This design comes from an exercise in tuning for small area on the open sky130 flow, not from production work. The RTL was checked by simulation tests, not by an equivalence proof against the original design. Power figures rest on the tool's default switching activity, not on a simulated workload.

==> flow/design.v <==
module motor_control (
    input logic clk,
    input logic reset,
    input logic [7:0] pwm_duty_cycle,  
    output logic motor_pwm
);
    logic [7:0] pwm_counter;
    always_ff @(posedge clk or posedge reset) begin
        if (reset) begin
            pwm_counter <= 8'b0;
            motor_pwm <= 0;
        end else begin
            if (pwm_counter < pwm_duty_cycle) begin
                motor_pwm <= 1;
            end else begin
                motor_pwm <= 0;
            end
            pwm_counter <= pwm_counter + 1;
        end
    end
endmodule
module encoder_feedback (
    input logic clk,
    input logic reset,
    input logic motor_pwm,  
    output logic [9:0] encoder_value  
);
    always_ff @(posedge clk or posedge reset) begin
        if (reset) begin
            encoder_value <= 10'b0;
        end else begin
            encoder_value <= encoder_value + (motor_pwm ? 1 : 0);
        end
    end
endmodule
module inverse_kinematics (
    input logic [15:0] target_x, target_y, target_z,
    output logic [9:0] joint1_angle, joint2_angle, joint3_angle
);
    always_comb begin
        joint1_angle = target_x[9:0];  
        joint2_angle = target_y[9:0];
        joint3_angle = target_z[9:0];
    end
endmodule
module pid_controller (
    input logic clk,
    input logic reset,
    input logic [9:0] target_angle,  
    input logic [9:0] current_angle,  
    output logic [7:0] pwm_duty_cycle  
);
    parameter Kp = 8'b00010000;  
    parameter Ki = 8'b00001000;  
    parameter Kd = 8'b00000100;  
    logic [9:0] error, prev_error;
    logic [15:0] integral, derivative;
    always_ff @(posedge clk or posedge reset) begin
        if (reset) begin
            pwm_duty_cycle <= 8'b0;
            error <= 10'b0;
            prev_error <= 10'b0;
            integral <= 16'b0;
            derivative <= 16'b0;
        end else begin
            error <= target_angle - current_angle;
            integral <= integral + error;
            derivative <= error - prev_error;
            pwm_duty_cycle <= (Kp * error) + (Ki * integral) + (Kd * derivative);
            prev_error <= error;
        end
    end
endmodule
module robot_controller (
    input logic clk,
    input logic reset,
    input logic [15:0] target_x, target_y, target_z,
    output logic [7:0] pwm1, pwm2, pwm3
);
    logic [9:0] joint1_angle, joint2_angle, joint3_angle;
    logic [9:0] encoder1, encoder2, encoder3;
    logic [7:0] pwm_duty1, pwm_duty2, pwm_duty3;
    logic motor1_pwm, motor2_pwm, motor3_pwm;
    inverse_kinematics ik(
        .target_x(target_x),
        .target_y(target_y),
        .target_z(target_z),
        .joint1_angle(joint1_angle),
        .joint2_angle(joint2_angle),
        .joint3_angle(joint3_angle)
    );
    pid_controller pid1(
        .clk(clk),
        .reset(reset),
        .target_angle(joint1_angle),
        .current_angle(encoder1),
        .pwm_duty_cycle(pwm_duty1)
    );
    pid_controller pid2(
        .clk(clk),
        .reset(reset),
        .target_angle(joint2_angle),
        .current_angle(encoder2),
        .pwm_duty_cycle(pwm_duty2)
    );
    pid_controller pid3(
        .clk(clk),
        .reset(reset),
        .target_angle(joint3_angle),
        .current_angle(encoder3),
        .pwm_duty_cycle(pwm_duty3)
    );
    motor_control motor1(
        .clk(clk),
        .reset(reset),
        .pwm_duty_cycle(pwm_duty1),
        .motor_pwm(motor1_pwm)
    );
    motor_control motor2(
        .clk(clk),
        .reset(reset),
        .pwm_duty_cycle(pwm_duty2),
        .motor_pwm(motor2_pwm)
    );
    motor_control motor3(
        .clk(clk),
        .reset(reset),
        .pwm_duty_cycle(pwm_duty3),
        .motor_pwm(motor3_pwm)
    );
    encoder_feedback enc1(
        .clk(clk),
        .reset(reset),
        .motor_pwm(motor1_pwm),
        .encoder_value(encoder1)
    );
    encoder_feedback enc2(
        .clk(clk),
        .reset(reset),
        .motor_pwm(motor2_pwm),
        .encoder_value(encoder2)
    );
    encoder_feedback enc3(
        .clk(clk),
        .reset(reset),
        .motor_pwm(motor3_pwm),
        .encoder_value(encoder3)
    );
    assign pwm1 = pwm_duty1;
    assign pwm2 = pwm_duty2;
    assign pwm3 = pwm_duty3;
endmodule
==> flow/run.sh <==
#!/bin/bash
# synth_recipe.tcl (not shown) runs the flow's synth.tcl, then flattens the netlist and writes it again
# the make line also repeats each setting of config.mk as NAME=value (left out here)
make -C /OpenROAD-flow-scripts/flow DESIGN_CONFIG=/design/flow/config.mk WORK_HOME=/design/flow/orfs CLKGATE_MAP_FILE= SYNTH_SCRIPT=/design/flow/synth_recipe.tcl finish
==> flow/config.mk <==
export PLATFORM = sky130hd
export DESIGN_NAME = robot_controller
export DESIGN_NICKNAME = robot_controller
export VERILOG_FILES = /design/flow/design.v
export SDC_FILE = /design/flow/constraint.sdc
export NUM_CORES = 4
export LEC_CHECK = 0
export CAP_MARGIN = 20
export CORE_MARGIN = 2
export CORE_UTILIZATION = 40
export SLEW_MARGIN = 20
==> flow/constraint.sdc <==
create_clock -name core_clock -period 5.0 [get_ports {clk}]
set_input_delay 1.0000 -clock core_clock [delete_from_list [all_inputs] [get_ports {clk}]]
set_output_delay 1.0000 -clock core_clock [all_outputs]
set_load 0.01 [all_outputs]
==> summary.txt, run 1 <==
Status
The run finished with no timing, DRC or antenna violations.

Clock network
For the worst-skew pair, the clock arrives at the later sink with an insertion delay of 410 ps. The number of setup buffers added after CTS is 0. The clock transition at the registers of the reported paths is 50 ps. The number of clock sinks is 132. The post-cts resize count is 0. In this run the clock root is driven by a sky130_fd_sc_hd__clkbuf_16.

The maximum level of the CTS H-tree is 4. In this run the deepest clock path goes through 2 buffers. TritonCTS built the clock tree.

The number of buffers created by CTS is 17. The number of hold buffers added after CTS was 0.

Detailed routing
The final layout contains routed wiring with a total length of 10610 µm. In the routed design, unresolved DRC markers number 0. The routed layout has 3965 vias. The first routing iteration left 115 violations. The average via count per standard cell is 4.584. The first-pass detailed-route iteration total is 4. Dividing the detail-routed wire length by the instance count gives 12.27 µm. The number of nets with antenna violations after detailed routing is 0.

Worst setup path
Following the worst setup path forward leads to its endpoint at pwm3[2]. The origin of the critical flop-to-flop path is pid3.integral[1]. Walking the worst path, the cells encountered are clkdlybuf4s50_1.

The launch point of the worst path is pid3.pwm_duty_cycle[2]. The sort of element at the start of the critical path is a flip-flop. The category of the most critical setup path is flip-flop to output pin. Together, buffers and inverters on the worst path number 1. In this design, the stage delay of the slowest critical-path cell is 550 ps.

The data required time of the worst path is 4000 ps. The slowest stage cell on the critical path is sky130_fd_sc_hd__clkdlybuf4s50_1. The endpoint identified for the worst register-to-register timing path is pid3.pwm_duty_cycle[6]. The worst register-to-register path has a depth of 6. The kind of end point of the critical path is an output pin. The largest fanout on the critical path is 2. The cell count along the critical path is 1. The family of cells with the greatest summed delay on the critical path is buffers and inverters. At the worst endpoint, the arrival time is 1350 ps. For flop-to-flop paths, the worst setup slack is 3150 ps.

STA
The relative max-transition margin is 0.4826. In the finished design, the share of the clock period the worst path needs comes to 0.4704. The fmax is 425.1 MHz. The worst path in the final design needs a cycle of 2352 ps, including I/O delays and setup. Setup repair after global routing left no endpoint under its margin.

The slew at the pin closest to its max-slew limit is 776.0 ps. The number of hold violations in the final report was 0. The setup-violating endpoint count in the final report is 0. After routing, the total negative slack on setup checks comes to 0 ps. Between clock sinks in the finished design, the worst skew comes to 8.274 ps. The max-slew violation count was 0.

Logic synthesis
The cell area that synthesis handed to floorplanning was 6797 µm². The area fraction in compound gates after synthesis is 0.08450. The sequential area share after synthesis is 0.4860. Of the total synthesized cell area, the portion taken by full adders, half adders and majority gates is 0.2110. Of the total synthesized cell area, the portion taken by XOR and XNOR cells is 0.09996. The synthesized netlist contains 30 unique library cells. For this run, the number of Yosys warnings is 4. The combinational family with the most area after synthesis is adder cells. The post-synthesis share of cell area spent on and, or, nand and nor gates is 0.05560. A synthesized cell averages 11.82 µm². The cell count after synthesis came out at 575. The synthesized design contains 132 register bits. The share of synthesized area spent on multiplexers is 0.

Die
The width of the die is 134.4 µm. The effective utilization at floorplan is 0.4098. The die is 134.4 µm tall.

The die covers 18050 µm². After floorplanning, the core was sized to cover 16580 µm². 74 I/O pins were placed. Row generation in the floorplan step produced 47 rows.

Cells and area
The number of antenna cells inserted is 0. Relative to the synthesized area, the layout overhead comes to 17.65%. The largest registers in the layout are motor1.pwm_counter (8), motor2.pwm_counter (8), motor3.pwm_counter (8). The count of nets after finishing is 784. In the final layout, the share of cells above drive strength 1 is 0.07287.

Once layout is complete, the utilization of the core stands at 0.4822.

Place
The HPWL after detailed placement is 8029 µm. The routability congestion estimate is 0.7724. The count of input and output buffers is 37.

Global routing
The initial antenna violation count is 0. Entering global routing, the biggest net connects 67 pins. The number of global-route vias before repair is 4317. Summed over all layers, the global routing overflow is 0. Across every metal layer, demand over resource in global routing totals 0.1363. The first global-routing pass estimated 19410 µm of wire.

Power
Dividing total power by cell area gives a power density of 759.2 nW/µm². VDD sags by at most 0.3678 mV. In this run the static leakage power is 3.929 nW.

Flow run
The number of max-capacitance violations reported is 0.

Min path
In this run the worst hold path is classified as flip-flop to flip-flop.
-- cells in the mapped netlist --
| cell type | n | area, µm² |
|---|---|---|
| sky130_fd_sc_hd__o21ai_1 | 6 | 30.03 |
| sky130_fd_sc_hd__xnor2_1 | 51 | 446.7 |
| sky130_fd_sc_hd__nor2b_1 | 6 | 37.54 |
| sky130_fd_sc_hd__nand4_1 | 4 | 25.02 |
| sky130_fd_sc_hd__and4_1 | 3 | 26.28 |
| sky130_fd_sc_hd__fa_1 | 21 | 420.4 |
| sky130_fd_sc_hd__conb_1 | 1 | 3.750 |
| sky130_fd_sc_hd__nor2_1 | 11 | 41.29 |
| sky130_fd_sc_hd__o21a_1 | 9 | 67.56 |
| sky130_fd_sc_hd__buf_4 | 6 | 45.04 |
| sky130_fd_sc_hd__and3_1 | 3 | 18.77 |
| sky130_fd_sc_hd__a21boi_1 | 1 | 7.510 |
| sky130_fd_sc_hd__nand2_1 | 10 | 37.54 |
| sky130_fd_sc_hd__xor2_1 | 21 | 183.9 |
| sky130_fd_sc_hd__o21ai_0 | 12 | 60.06 |
| sky130_fd_sc_hd__a21o_1 | 15 | 112.6 |
| sky130_fd_sc_hd__o31ai_2 | 6 | 75.07 |
| sky130_fd_sc_hd__a21oi_1 | 26 | 130.1 |
| sky130_fd_sc_hd__a21boi_0 | 5 | 37.54 |
| sky130_fd_sc_hd__ha_1 | 81 | 1013 |
| sky130_fd_sc_hd__nor3_1 | 11 | 55.05 |
| sky130_fd_sc_hd__dfrtp_1 | 132 | 3303 |
| sky130_fd_sc_hd__nand3_1 | 12 | 60.06 |
| sky130_fd_sc_hd__a21oi_2 | 1 | 8.760 |
| sky130_fd_sc_hd__xor2_2 | 3 | 48.80 |
| sky130_fd_sc_hd__inv_1 | 101 | 379.1 |
| sky130_fd_sc_hd__and2_1 | 6 | 37.54 |
| sky130_fd_sc_hd__nor3_2 | 2 | 20.02 |
| sky130_fd_sc_hd__o211ai_1 | 6 | 45.04 |
| sky130_fd_sc_hd__or3_1 | 3 | 18.77 |
-- cell type report --
class | instances | area [µm²]
Clock buffer | 19 | 452.9
Clock inverter | 13 | 110.1
Fill cell | 1489 | 8587
Inverter | 101 | 381.6
Multi-Input combinational cell | 341 | 3088
Sequential cell | 132 | 3303
Tap cell | 220 | 275.3
Timing Repair Buffer | 39 | 385.4
-- cells in the final DEF, fill, tap and decap left out, drive strengths merged --
| cell type | instances |
|---|---|
| clkinvlp | 2 |
| o21ai | 18 |
| nor3 | 13 |
| clkinv | 10 |
| and2 | 6 |
| nand3 | 12 |
| clkdlybuf4s50 | 37 |
| ha | 81 |
| xnor2 | 51 |
| fa | 21 |
| inv | 101 |
| nand4 | 4 |
| clkbuf | 19 |
| and3 | 3 |
| or3 | 3 |
| o211ai | 6 |
| o21a | 9 |
| a21oi | 27 |
| bufinv | 1 |
| nand2 | 10 |
| xor2 | 24 |
| nor2b | 6 |
| and4 | 3 |
| dfrtp | 132 |
| a21o | 15 |
| o31ai | 6 |
| buf | 2 |
| a21boi | 6 |
| conb | 6 |
| nor2 | 11 |
-- cells by family after synthesis --
logic type,count (synthesis)
fa+ha+maj,102
flops,132
other cells,1
buf+inv,107
xor+xnor,75
simple gates,71
compound gates,87
-- power breakdown --
part	switching (mW)	internal, mW	leakage [nW]
sequential	0.340	1.60	1.54
combinational	1.47	1.50	2.11
clock	0.453	0.706	0.278
total	2.26	3.81	3.93
-- worst register-to-register path, cell delays in order, from the launching register on --
cell and delay (ps):
sky130_fd_sc_hd__dfrtp_1 360, sky130_fd_sc_hd__inv_1 90, sky130_fd_sc_hd__fa_1 510, sky130_fd_sc_hd__inv_1 40, sky130_fd_sc_hd__ha_1 220, sky130_fd_sc_hd__fa_1 380, sky130_fd_sc_hd__xor2_1 150
-- how the worst min path moves through the flow --
| stage | startpoint | to | slack, ps | cells after the start |
|---|---|---|---|---|
| after floorplan | pid1.derivative[0] | pid1.pwm_duty_cycle[2] | 330 | 0 |
| after global placement | pid1.derivative[0] | pid1.pwm_duty_cycle[2] | 330 | 0 |
| after detailed placement | pid2.derivative[0] | pid2.pwm_duty_cycle[2] | 340 | 0 |
| after CTS | pid1.derivative[0] | pid1.pwm_duty_cycle[2] | 350 | 0 |
| after global routing | pid2.derivative[0] | pid2.pwm_duty_cycle[2] | 370 | 0 |
| final | pid1.derivative[0] | pid1.pwm_duty_cycle[2] | 350 | 0 |
-- through the flow --
stage	std cells	instance area (µm²)	hold slack [ps]	power [mW]	setup slack [ps]
after floorplan	580	6815	331.2	4.208	474.0
final	865	7996	350.3	6.071	2648
after global routing	865	7996	365.1	6.728	2604
after global placement	833	7433	333.2	4.815	2358
after CTS	865	7996	352.1	6.179	2612
after detailed placement	833	7433	337.8	4.970	2348
-- per-layer routing --
| metal | track usage | share of wire | vias to the layer above |
|---|---|---|---|
| li1 | - | - | 1979 |
| met5 | 0 | 0 | - |
| met1 | 0.1664 | 0.45 | 1928 |
| met2 | 0.2285 | 0.51 | 46 |
| met3 | 0.04271 | 0.029 | 12 |
| met4 | 0.04854 | 0.013 | 0 |
==> run 2: changes to the inputs <==
==> flow/design.v (replaced) <==
module pid_channel (
    input  logic       clk,
    input  logic       reset,
    input  logic [5:0] cnt_hi,    
    input  logic [5:0] target,    
    output logic [5:0] duty       
);
    logic [5:0] encoder;
    logic [5:0] error, prev_error, derivative;
    logic [4:0] integral;
    logic       motor;
    always_ff @(posedge clk or posedge reset) begin
        if (reset) begin
            encoder    <= 6'b0;
            error      <= 6'b0;
            prev_error <= 6'b0;
            derivative <= 6'b0;
            integral   <= 5'b0;
            duty       <= 6'b0;
            motor      <= 1'b0;
        end else begin
            error      <= target - encoder;
            integral   <= integral + error[4:0];
            derivative <= error - prev_error;
            prev_error <= error;
            duty       <= {error[3:0], 2'b00} + {integral, 1'b0} + derivative;
            motor      <= cnt_hi < duty;
            encoder    <= encoder + {5'b0, motor};
        end
    end
endmodule
module robot_controller (
    input  logic        clk,
    input  logic        reset,
    input  logic [15:0] target_x, target_y, target_z,
    output logic [7:0]  pwm1, pwm2, pwm3
);
    logic [7:0] pwm_counter;
    logic [5:0] duty1, duty2, duty3;
    always_ff @(posedge clk or posedge reset) begin
        if (reset) pwm_counter <= 8'b0;
        else       pwm_counter <= pwm_counter + 8'd1;
    end
    pid_channel j1 (.clk(clk), .reset(reset), .cnt_hi(pwm_counter[7:2]),
                    .target(target_x[5:0]), .duty(duty1));
    pid_channel j2 (.clk(clk), .reset(reset), .cnt_hi(pwm_counter[7:2]),
                    .target(target_y[5:0]), .duty(duty2));
    pid_channel j3 (.clk(clk), .reset(reset), .cnt_hi(pwm_counter[7:2]),
                    .target(target_z[5:0]), .duty(duty3));
    assign pwm1 = {duty1, 2'b00};
    assign pwm2 = {duty2, 2'b00};
    assign pwm3 = {duty3, 2'b00};
endmodule
==> summary.txt, run 2 <==
Status
Result of the run: finished clean (unchanged).

Worst setup path
The slowest stage cell on the critical path is sky130_fd_sc_hd__clkdlybuf4s50_1 (unchanged). The data required time of the worst path came to 4000 ps (about the same). Cell-by-cell listing of the critical path: clkdlybuf4s50_1 (unchanged).

The biggest cell delay along the critical path is 560 ps (was 550 ps). The family of cells with the greatest summed delay on the critical path is buffers and inverters (unchanged). The category of the most critical setup path is flip-flop to output pin (unchanged).

The largest fanout on the critical path is 2 (unchanged). The kind of end point of the critical path is an output pin (unchanged). The arrival time reported for the critical path endpoint is 1340 ps (was 1350 ps).

The count of buffer and inverter cells on the critical path came to 1 (unchanged). The register-to-register path setup slack is 3120 ps (was 3150 ps). The sort of element at the start of the critical path is a flip-flop (unchanged).

Detailed routing
The number of nets with antenna violations after detailed routing is 0 (unchanged). The total wire length after detailed routing is 9885 µm (was 10610 µm). The remaining routing DRC violations was 0 (unchanged). The first-pass detailed-route iteration total came to 4 (unchanged). The mean routed wirelength per cell was 12.71 µm (was 12.27 µm). The number of DRC markers in iteration 0 was 121 (was 115). The average via count per standard cell came to 4.716 (was 4.584). The via count is 3669 (was 3965).

STA
The fmax came to 428.0 MHz (was 425.1 MHz). The final critical-path required period is 2336 ps (was 2352 ps). The number of hold violations in the final report came to 0 (unchanged).

The minimum hold slack came to 353.3 ps (was 350.3 ps). The worst setup skew after layout was 5.313 ps (was 8.274 ps). The relative max-transition margin is 0.4470 (was 0.4826).

The setup TNS after final layout is 0 ps (unchanged). Unrepaired setup endpoints after global routing: no (unchanged). The slew at the pin closest to its max-slew limit was 829.5 ps (was 776.0 ps). The final critical-path setup slack is 2664 ps (was 2648 ps). The max-slew violation count is 0 (unchanged). The final worst-path cycle share was 0.4673 (was 0.4704). The setup-violating endpoint count in the final report came to 0 (unchanged).

Logic synthesis
The count of yosys warnings during synthesis was 2 (was 4). Top post-synthesis cells by count: sky130_fd_sc_hd__dfrtp_1, sky130_fd_sc_hd__inv_1, sky130_fd_sc_hd__ha_1, sky130_fd_sc_hd__xnor2_1, sky130_fd_sc_hd__a21oi_1 (unchanged). Area contributors post-synth: sky130_fd_sc_hd__dfrtp_1, sky130_fd_sc_hd__ha_1, sky130_fd_sc_hd__fa_1 (was sky130_fd_sc_hd__dfrtp_1, sky130_fd_sc_hd__ha_1, sky130_fd_sc_hd__xnor2_1). The number of enable flip-flop cells after synthesis is 0 (unchanged). The top-area cell type share of the netlist area is 0.4771 (was 0.4860).

The most instantiated flip-flop cell in the synthesis netlist is sky130_fd_sc_hd__dfrtp_1 (unchanged). The sequential area share after synthesis is 0.4771 (was 0.4860). The number of library cell types mapped by synthesis is 28 (was 30). The count of state elements after synthesis is 116 (was 132). The most frequent cell after synthesis is sky130_fd_sc_hd__dfrtp_1 (unchanged). The cell type with the highest aggregate area in the netlist is sky130_fd_sc_hd__dfrtp_1 (unchanged). The number of cells produced by synthesis is 521 (was 575). The fraction of registers with async set or reset after synthesis was 1.000 (unchanged). The cell area after synthesis is 6085 µm² (was 6797 µm²). The mean post-synth cell area is 11.68 µm² (was 11.82 µm²).

Clock network
The number of clock sinks was 116 (was 132). The root buffer cell is sky130_fd_sc_hd__clkbuf_16 (unchanged). The maximum level of the CTS H-tree is 4 (unchanged).

The hold buffer count at cts is 0 (unchanged). The clock tree from TritonCTS is built (unchanged). The number of setup buffers added after CTS is 0 (unchanged). The latest clock arrival within the worst-skew pair is 400 ps (was 410 ps).

The maximum count of clock buffers along a single path was 2 (unchanged). The number of buffers created by CTS came to 17 (unchanged). The post-cts resize count is 0 (unchanged). The clock transition at the registers of the reported paths is 50 ps (about the same).

Cells and area
The layout filler cell count is 1341 (was 1489). The flip-flop count of the largest register after layout is 8. The layout overhead on the synthesized area is 18.98% (was 17.65%). The fraction of final layout cells sized beyond drive strength 1 was 0.05763 (was 0.07287). The number of antenna cells inserted is 0 (unchanged).

Most frequent cells in the layout: sky130_fd_sc_hd__dfrtp_1, sky130_fd_sc_hd__inv_1, sky130_fd_sc_hd__ha_1, sky130_fd_sc_hd__xnor2_1, sky130_fd_sc_hd__clkdlybuf4s50_1 (unchanged). The number of non-filler instances in the completed layout is 778 (was 865). The most common cell after layout, fill and taps aside is sky130_fd_sc_hd__dfrtp_1 (unchanged). Counting flops per register, the top entry is pwm_counter. The count of nets after finishing is 725 (was 784).

Global routing
The number of global-route vias before repair came to 3996 (was 4317). The largest net degree at the start of global routing is 69 (was 67). The global-route usage over all layers is 0.1387 (was 0.1363). The initial antenna violation count came to 0 (unchanged). The global-route wire length before repair was 17660 µm (was 19410 µm). The global-route congestion overflow total is 0 (unchanged).

Place
The HPWL after detailed placement was 7389 µm (was 8029 µm). The count of placed standard cells including taps is 747 (was 833). The count of input and output buffers is 37 (unchanged). The pre-CTS worst setup slack is 2339 ps (was 2348 ps).

The routability congestion estimate was 0.7590 (was 0.7724).

Flow run
The number of max-capacitance violations reported was 0 (unchanged).

Die
The top-level I/O count is 74 (unchanged). The placeable core region is 15030 µm² (was 16580 µm²). The vertical die dimension is 127.3 µm (was 134.4 µm). The width of the die is 127.3 µm (was 134.4 µm). The area of the die is 16210 µm² (was 18050 µm²). The number of core rows is 45 (was 47).

The effective utilization at floorplan is 0.4047 (was 0.4098).

Power
The power density over the cells is 800.5 nW/µm² (was 759.2 nW/µm²). The maximum vdd drop is 0.2913 mV (was 0.3678 mV). The static leakage was 3.572 nW (was 3.929 nW).

Min path
The worst min-delay path category was flip-flop to flip-flop (unchanged).
run 2: cell types whose count changed in the layout (fill, tap and decap cells not counted), moves of 4 or more:
cell	before	now
sky130_fd_sc_hd__o31ai_2	6	0
sky130_fd_sc_hd__o31ai_1	0	8
sky130_fd_sc_hd__clkbuf_1	0	5
sky130_fd_sc_hd__o21ai_1	6	1
sky130_fd_sc_hd__clkinv_4	4	0
sky130_fd_sc_hd__inv_1	100	91
sky130_fd_sc_hd__xnor2_1	51	42
sky130_fd_sc_hd__dfrtp_1	132	116
sky130_fd_sc_hd__ha_1	81	76
run 2: worst paths after layout:
path / from / endpoint / cells after the start
worst max-delay path: j1.duty[1] / pwm1[3] / 1
worst min-delay path: j2.derivative[0] / j2.duty[0] / 0
worst max register to register: j2.integral[1] / j2.duty[4] / 6
worst min register to register: j2.derivative[0] / j2.duty[0] / 0
max in group asynchronous: reset / j3.encoder[5] / 3
min in group asynchronous: reset / j2.encoder[4] / 2
run 2: power breakdown:
part / total [mW] / switching [mW] / internal [mW]
Sequential: 1.80 / 0.336 / 1.47
Combinational: 2.87 / 1.42 / 1.45
Clock: 1.12 / 0.379 / 0.743
run 2: final cells by class:
type | instances | area [µm²] | share of cell area
Tap cell | 188 | 235.2 | 0.03249
Timing Repair Buffer | 39 | 385.4 | 0.05323
Clock buffer | 27 | 513.0 | 0.07086
Sequential cell | 116 | 2903 | 0.4010
Clock inverter | 4 | 45.04 | 0.006222
Multi-Input combinational cell | 312 | 2810 | 0.3882
Inverter | 92 | 347.8 | 0.04805
run 2: layer usage:
layer,GRT usage,up-vias,wire [µm]
met3,0.03601,19,306
met5,0,-,0
met2,0.2303,53,4853
met1,0.1681,1785,4482
met4,0.06917,0,243
li1,-,1812,-
run 2: cells by family (layout without fill, tap and decap cells):
| family | Yosys count | in the layout | synth area share |
|---|---|---|---|
| flops | 116 | 116 | 0.4771 |
| buf+inv | 98 | 162 | 0.06416 |
| xor+xnor | 63 | 63 | 0.09068 |
| other cells | 1 | 6 | 0.0006163 |
| fa+ha+maj | 97 | 97 | 0.2254 |
| compound gates | 85 | 85 | 0.09089 |
| simple gates | 61 | 61 | 0.05120 |
run 2: through the flow:
step	total power [mW]	instance area [µm²]	utilization
2_1_floorplan	3.997	6103	-
3_3_place_gp	4.585	6681	0.4444
3_5_place_dp	4.732	6681	0.4444
4_1_cts	5.910	7239	0.4816
5_1_grt	6.424	7239	0.4816
6_report	5.795	7239	0.4816
==> run 3: changes to the inputs <==
--- a/flow/design.v
+++ b/flow/design.v
@@ -1,3 +1,28 @@
+module rc_add #(parameter W = 6) (
+    input  logic [W-1:0] a,
+    input  logic [W-1:0] b,
+    input  logic         cin,
+    output logic [W-1:0] s
+);
+    logic [W:0] c;
+    assign c[0] = cin;
+    for (genvar i = 0; i < W; i++) begin : g
+        assign s[i]   = a[i] ^ b[i] ^ c[i];
+        assign c[i+1] = (a[i] & b[i]) | (a[i] & c[i]) | (b[i] & c[i]);
+    end
+endmodule
+module rc_inc #(parameter W = 6) (
+    input  logic [W-1:0] a,
+    input  logic         cin,
+    output logic [W-1:0] s
+);
+    logic [W:0] c;
+    assign c[0] = cin;
+    for (genvar i = 0; i < W; i++) begin : g
+        assign s[i]   = a[i] ^ c[i];
+        assign c[i+1] = a[i] & c[i];
+    end
+endmodule
 module pid_channel (
     input  logic       clk,
     input  logic       reset,
@@ -9,6 +34,24 @@
     logic [5:0] error, prev_error, derivative;
     logic [4:0] integral;
     logic       motor;
+    logic [5:0] error_d, derivative_d, encoder_d, duty_d;
+    logic [4:0] integral_d;
+    logic [3:0] sum1, carry1, duty_hi;
+    rc_add #(6) u_err (.a(target), .b(~encoder), .cin(1'b1), .s(error_d));
+    rc_add #(5) u_int (.a(integral), .b(error[4:0]), .cin(1'b0), .s(integral_d));
+    rc_add #(6) u_der (.a(error), .b(~prev_error), .cin(1'b1), .s(derivative_d));
+    logic c2;
+    assign duty_d[0] = derivative[0];
+    assign duty_d[1] = derivative[1] ^ integral[0];
+    assign c2        = derivative[1] & integral[0];
+    for (genvar i = 0; i < 4; i++) begin : g_csa
+        assign sum1[i]   = error[i] ^ integral[i+1] ^ derivative[i+2];
+        assign carry1[i] = (error[i] & integral[i+1]) | (error[i] & derivative[i+2]) |
+                           (integral[i+1] & derivative[i+2]);
+    end
+    rc_add #(4) u_duty (.a(sum1), .b({carry1[2:0], 1'b0}), .cin(c2), .s(duty_hi));
+    assign duty_d[5:2] = duty_hi;
+    rc_inc #(6) u_enc (.a(encoder), .cin(motor), .s(encoder_d));
     always_ff @(posedge clk or posedge reset) begin
         if (reset) begin
             encoder    <= 6'b0;
@@ -19,13 +62,13 @@
             duty       <= 6'b0;
             motor      <= 1'b0;
         end else begin
-            error      <= target - encoder;
-            integral   <= integral + error[4:0];
-            derivative <= error - prev_error;
+            error      <= error_d;
+            integral   <= integral_d;
+            derivative <= derivative_d;
             prev_error <= error;
-            duty       <= {error[3:0], 2'b00} + {integral, 1'b0} + derivative;
+            duty       <= duty_d;
             motor      <= cnt_hi < duty;
-            encoder    <= encoder + {5'b0, motor};
+            encoder    <= encoder_d;
         end
     end
 endmodule
@@ -35,11 +78,12 @@
     input  logic [15:0] target_x, target_y, target_z,
     output logic [7:0]  pwm1, pwm2, pwm3
 );
-    logic [7:0] pwm_counter;
+    logic [7:0] pwm_counter, pwm_counter_d;
     logic [5:0] duty1, duty2, duty3;
+    rc_inc #(8) u_cnt (.a(pwm_counter), .cin(1'b1), .s(pwm_counter_d));
     always_ff @(posedge clk or posedge reset) begin
         if (reset) pwm_counter <= 8'b0;
-        else       pwm_counter <= pwm_counter + 8'd1;
+        else       pwm_counter <= pwm_counter_d;
     end
     pid_channel j1 (.clk(clk), .reset(reset), .cnt_hi(pwm_counter[7:2]),
                     .target(target_x[5:0]), .duty(duty1));
==> flow/flow/run.sh (new file) <==
#!/bin/bash
# Layout flow: the standard ORFS flow (standard synthesis unchanged), with
#  - port buffers of the smallest buffer cell instead of the default pick, and
#  - a clock tree of small clock buffers without dummy loads.
# All tool output goes to flow.log here; ORFS keeps its per-step logs under orfs/logs.
set -euo pipefail
export BUFFER_PORTS_ARGS="-buffer_cell sky130_fd_sc_hd__buf_1"
export CTS_ARGS="-sink_clustering_enable -repair_clock_nets -dont_use_dummy_load -buf_list sky130_fd_sc_hd__clkbuf_4"
bash standard.sh finish > flow.log 2>&1
==> flow/standard.sh (new file) <==
#!/bin/bash
# synth_recipe.tcl (not shown) runs the flow's synth.tcl, then flattens the netlist and writes it again
# the make line also repeats each setting of config.mk as NAME=value (left out here)
make -C /OpenROAD-flow-scripts/flow DESIGN_CONFIG=/design/flow/config.mk WORK_HOME=/design/flow/orfs CLKGATE_MAP_FILE= SYNTH_SCRIPT=/design/flow/synth_recipe.tcl "${@:-finish}"
removed: flow/run.sh
==> summary.txt, run 3 <==
Place
The HPWL after detailed placement is 5161 µm (was 7389 µm). The count of input and output buffers is 37 (unchanged). The count of placed standard cells including taps came to 564 (was 747).

The post-place instance area is 5623 µm² (was 6681 µm²). The routability congestion estimate is 0.7039 (was 0.7590).

Min path
The worst min-delay path category was flip-flop to flip-flop (unchanged).

STA
The slew at the pin closest to its max-slew limit came to 572.9 ps (was 829.5 ps). The final worst-path cycle share came to 0.5853 (was 0.4673). The setup TNS after final layout came to 0 ps (unchanged). The final critical-path required period was 2927 ps (was 2336 ps). The worst setup skew after layout was 24.95 ps (was 5.313 ps). The setup-violating endpoint count in the final report was 0 (unchanged). The number of hold violations in the final report is 0 (unchanged).

Unrepaired setup endpoints after global routing: no (unchanged). The max-slew violation count is 0 (unchanged). The fmax was 341.7 MHz (was 428.0 MHz). The minimum hold slack is 352.5 ps (was 353.3 ps). The relative max-transition margin is 0.6180 (was 0.4470).

Die
The number of core rows is 41 (was 45). The placeable core region is 12770 µm² (was 15030 µm²). The effective utilization at floorplan is 0.4132 (was 0.4047). The vertical die dimension is 118.9 µm (was 127.3 µm). The top-level I/O count came to 74 (unchanged). The width of the die is 118.9 µm (was 127.3 µm). The area of the die is 14130 µm² (was 16210 µm²).

Global routing
The initial antenna violation count is 0 (unchanged). The global-route wire length before repair is 13020 µm (was 17660 µm). The global-route usage over all layers is 0.1210 (was 0.1387).

The largest net degree at the start of global routing was 47 (was 69). The number of global-route vias before repair is 2819 (was 3996). The global-route congestion overflow total is 0 (unchanged).

Power
The final total power is 4.077 mW (was 5.795 mW). The static leakage came to 2.841 nW (was 3.572 nW). The power density over the cells is 709.0 nW/µm² (was 800.5 nW/µm²). The maximum vdd drop is 0.2165 mV (was 0.2913 mV).

Cells and area
The fraction of final layout cells sized beyond drive strength 1 is 0.05623 (was 0.05763). The flip-flop count of the largest register after layout is 8 (unchanged). Most frequent cells in the layout: sky130_fd_sc_hd__dfrtp_1, sky130_fd_sc_hd__inv_1, sky130_fd_sc_hd__ha_1, sky130_fd_sc_hd__fa_1, sky130_fd_sc_hd__buf_1 (was sky130_fd_sc_hd__dfrtp_1, sky130_fd_sc_hd__inv_1, sky130_fd_sc_hd__ha_1, sky130_fd_sc_hd__xnor2_1, sky130_fd_sc_hd__clkdlybuf4s50_1). The summed area of non-filler cells in the final layout is 5751 µm² (was 7239 µm²). The number of non-filler instances in the completed layout was 581 (was 778). The most common cell after layout, fill and taps aside is sky130_fd_sc_hd__dfrtp_1 (unchanged). The layout overhead on the synthesized area is 8.962% (was 18.98%). The number of antenna cells inserted is 0 (unchanged).

The count of nets after finishing is 560 (was 725). The largest register by flop count is pwm_counter (unchanged).

Detailed routing
The remaining routing DRC violations was 0 (unchanged). The number of nets with antenna violations after detailed routing was 0 (unchanged). The first-pass detailed-route iteration total is 4 (unchanged). The average via count per standard cell is 4.153 (was 4.716). The total wire length after detailed routing is 6857 µm (was 9885 µm). The mean routed wirelength per cell is 11.80 µm (was 12.71 µm). The number of DRC markers in iteration 0 is 126 (was 121).

The via count is 2413 (was 3669).

Logic synthesis
The most instantiated flip-flop cell in the synthesis netlist is sky130_fd_sc_hd__dfrtp_1 (unchanged). The cell type with the highest aggregate area in the netlist is sky130_fd_sc_hd__dfrtp_1 (unchanged). The number of cells produced by synthesis is 354 (was 521). The number of library cell types mapped by synthesis is 20 (was 28). The count of yosys warnings during synthesis is 2 (unchanged). The fraction of registers with async set or reset after synthesis was 1.000 (unchanged).

Area contributors post-synth: sky130_fd_sc_hd__dfrtp_1, sky130_fd_sc_hd__fa_1, sky130_fd_sc_hd__ha_1 (was sky130_fd_sc_hd__dfrtp_1, sky130_fd_sc_hd__ha_1, sky130_fd_sc_hd__fa_1). The most frequent cell after synthesis was sky130_fd_sc_hd__dfrtp_1 (unchanged). The mean post-synth cell area is 14.91 µm² (was 11.68 µm²). The sequential area share after synthesis was 0.5500 (was 0.4771).

The number of enable flip-flop cells after synthesis came to 0 (unchanged). Top post-synthesis cells by count: sky130_fd_sc_hd__dfrtp_1, sky130_fd_sc_hd__inv_1, sky130_fd_sc_hd__ha_1, sky130_fd_sc_hd__fa_1, sky130_fd_sc_hd__xnor2_1 (was sky130_fd_sc_hd__dfrtp_1, sky130_fd_sc_hd__inv_1, sky130_fd_sc_hd__ha_1, sky130_fd_sc_hd__xnor2_1, sky130_fd_sc_hd__a21oi_1). The count of state elements after synthesis came to 116 (unchanged). The top-area cell type share of the netlist area is 0.5500 (was 0.4771). The cell area after synthesis came to 5278 µm² (was 6085 µm²).

Worst setup path
The arrival time reported for the critical path endpoint was 3330 ps (was 1340 ps). The sort of element at the start of the critical path is an input port (was flip-flop). The register-to-register path setup slack came to 2070 ps (was 3120 ps). The kind of end point of the critical path is a flip-flop (was output pin). The largest fanout on the critical path is 1 (was 2). The category of the most critical setup path is input port to flip-flop (was flip-flop to output pin). The data required time of the worst path is 5400 ps (was 4000 ps).

Clock network
The post-cts resize count is 0 (unchanged). The clock tree from TritonCTS is built (unchanged). The latest clock arrival within the worst-skew pair is 500 ps (was 400 ps). The clock transition at the registers of the reported paths came to 70 ps (was 50 ps).

The hold buffer count at cts is 0 (unchanged). The number of buffers created by CTS was 17 (unchanged). The maximum level of the CTS H-tree is 4 (unchanged). The number of clock sinks is 116 (unchanged).

The maximum count of clock buffers along a single path is 2 (unchanged). The root buffer cell is sky130_fd_sc_hd__clkbuf_4 (was sky130_fd_sc_hd__clkbuf_16). The number of setup buffers added after CTS is 0 (unchanged).

Status
Result of the run: finished clean (unchanged).

Flow run
The number of max-capacitance violations reported is 0 (unchanged).
-- run 3: changes by cell type in the layout (fill, tap and decap cells not counted), sizes merged, moves of 12 or more --
| cell | change |
|---|---|
| buf | +37 |
| clkdlybuf4s50 | -37 |
| fa | +27 |
| ha | -25 |
| a21oi | -22 |
| xor2 | -17 |
| inv | -15 |
| a21o | -14 |
| nor3 | -12 |
| o21ai | -12 |
| xnor2 | -12 |
-- run 3: path summary, 6_finish.rpt --
path,start,to,depth (start not counted)
worst max-delay path,target_z[0],j3.error[5],9
max in group asynchronous,reset,j1.duty[1],3
worst max register to register,j2.error[0],j2.derivative[5],8
min in group asynchronous,reset,j1.encoder[4],2
worst min register to register,j3.derivative[0],j3.duty[0],0
worst min-delay path,j3.derivative[0],j3.duty[0],0
-- run 3: worst max-delay path: stages --
cell	delay, ps
sky130_fd_sc_hd__buf_1	60
sky130_fd_sc_hd__inv_1	50
sky130_fd_sc_hd__ha_1	220
sky130_fd_sc_hd__fa_1	420
sky130_fd_sc_hd__fa_1	420
sky130_fd_sc_hd__fa_1	430
sky130_fd_sc_hd__fa_1	410
sky130_fd_sc_hd__xnor2_1	180
sky130_fd_sc_hd__xnor2_1	140
-- run 3: metrics by stage --
stage	utilization	setup slack (ps)
3_5_place_dp	0.4402	1557
3_3_place_gp	0.4402	1585
4_1_cts	0.4502	2031
2_1_floorplan	-	927.6
6_report	0.4502	2073
5_1_grt	0.4502	1880
-- run 3: metal layers --
layer / GRT usage / part of all wire / vias up
met5: 0 / 0 / -
met4: 0.06696 / 0.027 / 0
met3: 0.04023 / 0.044 / 16
met2: 0.1717 / 0.45 / 43
met1: 0.1639 / 0.48 / 1188
li1: - / - / 1166
-- run 3: cells by family (layout without fill, tap and decap cells) --
family,Yosys count,after routing,share of synthesized area
fa+ha+maj,99,99,0.3030
simple gates,8,8,0.009006
other cells,1,6,0.0007106
buf+inv,83,133,0.06330
xor+xnor,34,34,0.05642
compound gates,13,13,0.01754
flops,116,116,0.5500
-- run 3: power by group --
group | leakage [nW] | switching, mW | internal, mW | total [mW]
logic | 1.41 | 0.899 | 0.946 | 1.85
registers | 1.35 | 0.330 | 1.47 | 1.80
clock network | 0.0782 | 0.281 | 0.155 | 0.436
-- run 3: cell type report --
type	count	area, µm²
fillers	1158	7023
well taps	172	215.2
clock buffers	17	127.6
repair buffers	39	153.9
multi-input cells	160	2059
flip-flops and latches	116	2903
inverters	77	291.5
==> run 4: changes to the inputs <==
--- a/flow/design.v
+++ b/flow/design.v
@@ -23,24 +23,44 @@
         assign c[i+1] = a[i] & c[i];
     end
 endmodule
+module rc_dec #(parameter W = 6) (
+    input  logic [W-1:0] a,
+    input  logic         bin,
+    output logic [W-1:0] s
+);
+    logic [W:0] any;    
+    assign any[0] = 1'b0;
+    for (genvar i = 0; i < W; i++) begin : g
+        assign s[i]     = a[i] ^ (bin & ~any[i]);
+        assign any[i+1] = any[i] | a[i];
+    end
+endmodule
 module pid_channel (
     input  logic       clk,
     input  logic       reset,
-    input  logic [5:0] cnt_hi,    
-    input  logic [5:0] target,    
-    output logic [5:0] duty       
+    input  logic [5:0] cnt_hi,     
+    input  logic [5:0] target,     
+    output logic [5:0] duty        
 );
-    logic [5:0] encoder;
-    logic [5:0] error, prev_error, derivative;
+    logic [5:0] enc_neg;           
+    logic [5:0] error;
+    logic [5:0] prev_err_n;        
+    logic [5:0] derivative;
     logic [4:0] integral;
     logic       motor;
-    logic [5:0] error_d, derivative_d, encoder_d, duty_d;
+    logic [5:0] error_d, enc_neg_d, derivative_d, duty_d;
     logic [4:0] integral_d;
+    logic       motor_d;
+    rc_add #(6) u_err (.a(target), .b(enc_neg), .cin(1'b0), .s(error_d));
+    rc_dec #(6) u_enc (.a(enc_neg), .bin(motor), .s(enc_neg_d));
+    rc_add #(5) u_int (.a(integral), .b(error[4:0]), .cin(1'b0), .s(integral_d));
+    logic c1;
+    assign derivative_d[0] = error[0] ^ prev_err_n[0];
+    assign c1              = error[0] | ~prev_err_n[0];
+    rc_add #(5) u_der (.a(error[5:1]), .b(prev_err_n[5:1]), .cin(c1),
+                       .s(derivative_d[5:1]));
+    logic       c2;
     logic [3:0] sum1, carry1, duty_hi;
-    rc_add #(6) u_err (.a(target), .b(~encoder), .cin(1'b1), .s(error_d));
-    rc_add #(5) u_int (.a(integral), .b(error[4:0]), .cin(1'b0), .s(integral_d));
-    rc_add #(6) u_der (.a(error), .b(~prev_error), .cin(1'b1), .s(derivative_d));
-    logic c2;
     assign duty_d[0] = derivative[0];
     assign duty_d[1] = derivative[1] ^ integral[0];
     assign c2        = derivative[1] & integral[0];
@@ -51,24 +71,29 @@
     end
     rc_add #(4) u_duty (.a(sum1), .b({carry1[2:0], 1'b0}), .cin(c2), .s(duty_hi));
     assign duty_d[5:2] = duty_hi;
-    rc_inc #(6) u_enc (.a(encoder), .cin(motor), .s(encoder_d));
+    logic [6:0] lt;
+    assign lt[0] = 1'b0;
+    for (genvar i = 0; i < 6; i++) begin : g_cmp
+        assign lt[i+1] = (cnt_hi[i] == duty[i]) ? lt[i] : duty[i];
+    end
+    assign motor_d = lt[6];
     always_ff @(posedge clk or posedge reset) begin
         if (reset) begin
-            encoder    <= 6'b0;
+            enc_neg    <= 6'b0;
             error      <= 6'b0;
-            prev_error <= 6'b0;
+            prev_err_n <= 6'h3e;
             derivative <= 6'b0;
             integral   <= 5'b0;
             duty       <= 6'b0;
             motor      <= 1'b0;
         end else begin
+            enc_neg    <= enc_neg_d;
             error      <= error_d;
+            prev_err_n <= {~error[5:1], error[0]};
+            derivative <= derivative_d;
             integral   <= integral_d;
-            derivative <= derivative_d;
-            prev_error <= error;
             duty       <= duty_d;
-            motor      <= cnt_hi < duty;
-            encoder    <= encoder_d;
+            motor      <= motor_d;
         end
     end
 endmodule
==> flow/flow/run.sh (replaced) <==
#!/bin/bash
# Layout flow: the standard ORFS flow (standard synthesis unchanged), with
#  - port buffers of the smallest buffer cell instead of the default pick,
#  - a clock tree of small clock buffers without dummy loads, and
#  - power recovery after global routing, which downsizes gates off the
#    critical paths (all of them here: the design has ample slack).
# All tool output goes to flow.log here; ORFS keeps its per-step logs under orfs/logs.
set -euo pipefail
export BUFFER_PORTS_ARGS="-buffer_cell sky130_fd_sc_hd__buf_1"
export CTS_ARGS="-sink_clustering_enable -repair_clock_nets -dont_use_dummy_load -buf_list sky130_fd_sc_hd__clkbuf_4"
export RECOVER_POWER=100
bash standard.sh finish > flow.log 2>&1
==> summary.txt, run 4 <==
Status
Result of the run: finished clean (unchanged).

Min path
The hold-critical path endpoint is j3.duty[0] (unchanged). The source of the worst hold timing path is j3.derivative[0] (unchanged). The cell count of the worst hold path is 0 (unchanged). The worst min-delay path category is flip-flop to flip-flop (unchanged).

Cells and area
The count of nets after finishing came to 506 (was 560). The fraction of final layout cells sized beyond drive strength 1 came to 0.1047 (was 0.05623). Most frequent cells in the layout: sky130_fd_sc_hd__dfrtp_1, sky130_fd_sc_hd__fa_1, sky130_fd_sc_hd__inv_1, sky130_fd_sc_hd__buf_1, sky130_fd_sc_hd__xnor2_1 (was sky130_fd_sc_hd__dfrtp_1, sky130_fd_sc_hd__inv_1, sky130_fd_sc_hd__ha_1, sky130_fd_sc_hd__fa_1, sky130_fd_sc_hd__buf_1). The layout filler cell count is 1191 (was 1158).

The largest register by flop count is pwm_counter (unchanged). The flip-flop count of the largest register after layout is 8 (unchanged). The layout overhead on the synthesized area was 7.783% (was 8.962%). The most common cell after layout, fill and taps aside is sky130_fd_sc_hd__dfrtp_1 (unchanged).

STA
The setup-violating endpoint count in the final report is 0 (unchanged). The max-slew violation count is 0 (unchanged). The final worst-path cycle share was 0.5863 (was 0.5853). Unrepaired setup endpoints after global routing: no (unchanged). The slew at the pin closest to its max-slew limit is 1439 ps (was 572.9 ps).

The number of hold violations in the final report is 0 (unchanged). The final critical-path setup slack was 2069 ps (was 2073 ps). The fmax is 341.1 MHz (was 341.7 MHz).

The setup TNS after final layout came to 0 ps (unchanged). The final critical-path required period came to 2931 ps (was 2927 ps). The relative max-transition margin came to 0.04099 (was 0.6180).

The worst setup skew after layout is 34.15 ps (was 24.95 ps).

Die
The placeable core region is 12620 µm² (was 12770 µm²). The area of the die is 13870 µm² (was 14130 µm²). The vertical die dimension was 117.8 µm (was 118.9 µm). The width of the die came to 117.8 µm (was 118.9 µm). The effective utilization at floorplan is 0.4102 (was 0.4132). The top-level I/O count is 74 (unchanged). The number of core rows is 41 (unchanged).

Logic synthesis
The cell type with the highest aggregate area in the netlist is sky130_fd_sc_hd__dfrtp_1 (unchanged). The most instantiated flip-flop cell in the synthesis netlist is sky130_fd_sc_hd__dfrtp_1 (unchanged). The count of state elements after synthesis was 116 (unchanged). The top-area cell type share of the netlist area is 0.4883 (was 0.5500).

The number of cells produced by synthesis came to 328 (was 354). Area contributors post-synth: sky130_fd_sc_hd__dfrtp_1, sky130_fd_sc_hd__fa_1, sky130_fd_sc_hd__dfstp_2 (was sky130_fd_sc_hd__dfrtp_1, sky130_fd_sc_hd__fa_1, sky130_fd_sc_hd__ha_1). The most frequent cell after synthesis is sky130_fd_sc_hd__dfrtp_1 (unchanged).

The cell area after synthesis is 5176 µm² (was 5278 µm²). Top post-synthesis cells by count: sky130_fd_sc_hd__dfrtp_1, sky130_fd_sc_hd__fa_1, sky130_fd_sc_hd__inv_1, sky130_fd_sc_hd__xnor2_1, sky130_fd_sc_hd__ha_1 (was sky130_fd_sc_hd__dfrtp_1, sky130_fd_sc_hd__inv_1, sky130_fd_sc_hd__ha_1, sky130_fd_sc_hd__fa_1, sky130_fd_sc_hd__xnor2_1). The number of library cell types mapped by synthesis is 30 (was 20). The count of yosys warnings during synthesis is 2 (unchanged). The sequential area share after synthesis is 0.5644 (was 0.5500). The fraction of registers with async set or reset after synthesis came to 1.000 (unchanged). The number of enable flip-flop cells after synthesis is 0 (unchanged).

The mean post-synth cell area is 15.78 µm² (was 14.91 µm²).

Detailed routing
The number of nets with antenna violations after detailed routing is 0 (unchanged). The total routed wire length on the met1 layer is 3275 µm (was 3297 µm). The routed wire length on met3 is 353 µm (was 301 µm). The remaining routing DRC violations came to 0 (unchanged). The highest routing layer actually used is met4 (unchanged). The total met2 wirelength after detailed routing is 3188 µm (was 3073 µm). The mean routed wirelength per cell came to 12.51 µm (was 11.80 µm). The total wire length after detailed routing is 6945 µm (was 6857 µm). The first-pass detailed-route iteration total was 4 (unchanged). The average via count per standard cell was 4.305 (was 4.153). The number of DRC markers in iteration 0 is 98 (was 126). The via count is 2389 (was 2413).

Worst setup path
The launch point of the worst path is target_y[0] (was target_z[0]). The origin of the critical flop-to-flop path is j2.error[0] (unchanged). The data required time of the worst path is 5380 ps (was 5400 ps). The cell depth of the worst flop-to-flop path was 9 (was 8).

Cell-by-cell listing of the critical path: buf_1 > ha_1 > fa_1 > fa_1 > fa_1 > fa_1 > xnor2_1 > xnor2_1 (was buf_1 > inv_1 > ha_1 > fa_1 > fa_1 > fa_1 > fa_1 > xnor2_1 > xnor2_1). The endpoint of the worst register-to-register path is j2.derivative[5] (unchanged). The arrival time reported for the critical path endpoint is 3310 ps (was 3330 ps).

The count of buffer and inverter cells on the critical path is 1 (was 2). The sort of element at the start of the critical path is an input port (unchanged). The kind of end point of the critical path is a flip-flop (unchanged). The slowest stage cell on the critical path is sky130_fd_sc_hd__fa_1 (unchanged). The family of cells with the greatest summed delay on the critical path is adder cells (unchanged).

The biggest cell delay along the critical path is 440 ps (was 430 ps). The largest fanout on the critical path is 1 (unchanged). The category of the most critical setup path is input port to flip-flop (unchanged). The most common cell type on the critical path was sky130_fd_sc_hd__fa_1 (unchanged).

The register-to-register path setup slack was 2080 ps (was 2070 ps).

Power
The power density over the cells is 727.1 nW/µm² (was 709.0 nW/µm²). The static leakage is 2.480 nW (was 2.841 nW). The maximum vdd drop was 0.2320 mV (was 0.2165 mV).

The total internal power is 2.573 mW (was 2.567 mW). The proportion of power drawn by the clock network is 0.105 (was 0.107). The power share of the sequential group is 0.467 (was 0.441).

The switching part of the total power is 0.3658 (was 0.3703). The share of power burned in combinational logic is 0.428 (was 0.453). The switching power is 1.484 mW (was 1.510 mW).

Clock network
The maximum level of the CTS H-tree was 4 (unchanged). The number of setup buffers added after CTS came to 0 (unchanged). The root buffer cell is sky130_fd_sc_hd__clkbuf_4 (unchanged). The post-cts resize count is 0 (unchanged). The clock transition at the registers of the reported paths was 80 ps (was 70 ps). The maximum count of clock buffers along a single path is 2 (unchanged). The latest clock arrival within the worst-skew pair is 490 ps (was 500 ps). The number of buffers created by CTS was 17 (unchanged). The number of clock sinks is 116 (unchanged). The hold buffer count at cts is 0 (unchanged). The clock tree from TritonCTS is built (unchanged).

Global routing
The number of global-route vias before repair was 2684 (was 2819). The global-route wire length before repair was 12740 µm (was 13020 µm). The largest net degree at the start of global routing is 90 (was 47). The initial antenna violation count is 1 (was 0). The global-route usage over all layers is 0.1199 (was 0.1210). The global-route congestion overflow total was 0 (unchanged).

Place
The HPWL after detailed placement is 5071 µm (was 5161 µm). The count of input and output buffers came to 37 (unchanged). The routability congestion estimate was 0.7527 (was 0.7039). The pre-CTS worst setup slack is 1553 ps (was 1557 ps).

Flow run
The number of max-capacitance violations reported is 0 (unchanged).
## run 4: changes by cell type after synthesis, moves of 4 or more
cell and change:
sky130_fd_sc_hd__xnor2_1 +6, sky130_fd_sc_hd__xor2_1 +6, sky130_fd_sc_hd__dfrtp_1 -15, sky130_fd_sc_hd__o221ai_1 +5, sky130_fd_sc_hd__ha_1 -27, sky130_fd_sc_hd__dfstp_2 +15, sky130_fd_sc_hd__inv_1 -36, sky130_fd_sc_hd__nand2_1 +4
## run 4: worst max-delay path by stage
stage,to,slack (ps),depth (start not counted)
after floorplan,j1.derivative[0],950,1
after global placement,j1.error[5],1620,8
after detailed placement,j2.error[5],1550,8
after CTS,j2.derivative[5],2040,9
after global routing,j2.derivative[5],1870,9
final,j2.error[5],2070,8
## run 4: logic make-up (layout without fill, tap and decap cells)
logic type / Yosys count / in the layout / synth area share
other cells: 1 / 7 / 0.0007245
compound gates: 14 / 14 / 0.02393
buf+inv: 47 / 96 / 0.03843
fa+ha+maj: 72 / 72 / 0.2437
xor+xnor: 46 / 46 / 0.07783
flops: 116 / 116 / 0.5644
simple gates: 32 / 32 / 0.05100
## run 4: per-stage QoR
| step | hold WS (ps) | area [µm²] | util | instances | power, mW |
|---|---|---|---|---|---|
| 4_1_cts | 353.5 | 5642 | 0.4471 | 554 | 4.216 |
| 3_5_place_dp | 334.7 | 5514 | 0.4369 | 537 | 3.755 |
| 2_1_floorplan | 331.2 | 5195 | - | 333 | 3.286 |
| 5_1_grt | 355.9 | 5579 | 0.4421 | 555 | 4.557 |
| 6_report | 349.0 | 5579 | 0.4421 | 555 | 4.057 |
| 3_3_place_gp | 332.8 | 5514 | 0.4369 | 537 | 3.684 |
## run 4: routing by layer
metal / GRT usage / up-vias
met4: 0.05045 / 0
li1: - / 1119
met5: 0 / -
met3: 0.05039 / 6
met1: 0.1632 / 1217
met2: 0.1693 / 47
## run 4: power by group through the flow
stage,logic [mW],registers (mW),clock network (mW)
global route,2.08,1.97,0.501
detailed placement,1.81,1.95,0
global placement,1.76,1.93,0
CTS,1.83,1.93,0.457
finish,1.74,1.89,0.427
floorplan,1.39,1.89,0
## run 4: cell type report
cell class	instances	area, µm²	area share
clock buffer	17	127.6	0.02288
multi-input combinational	170	2011	0.3604
tap	172	215.2	0.03857
timing repair buffer	38	142.6	0.02557
antenna	1	2.502	0.0004485
inverter	41	158.9	0.02848
sequential	116	2922	0.5237

-- separate check: timing with driven ports --
The results above use ideal ports. As a check the final layouts listed here were re-extracted and re-timed, cells and wires unchanged. Step 1 assumes that a clkbuf_16 drives the clock port and a buf_2 every other input. Step 2, shift: input delay + t, output delay - t, t = (earliest + latest rising clock arrival at the registers) / 2. This alone moves slack from input paths to output paths. Slacks: no drivers / after step 1 / after step 2; pairs: no drivers / after step 1.
run	t (ns)	setup WS [ns]	worst setup path at the end
run 1	0.449	2.648 / 2.606 / 2.322	input to register
run 2	0.439	2.664 / 2.624 / 2.328	input to register
run 3	0.522	2.073 / 2.073 / 1.562	input to register
run 4	0.508	2.069 / 2.081 / 1.573	input to register
After both steps setup and hold are still met in every run listed. The setup slack of run 3, which loses most, moves by 0.000 ns with the drivers and by -0.511 ns with both steps.
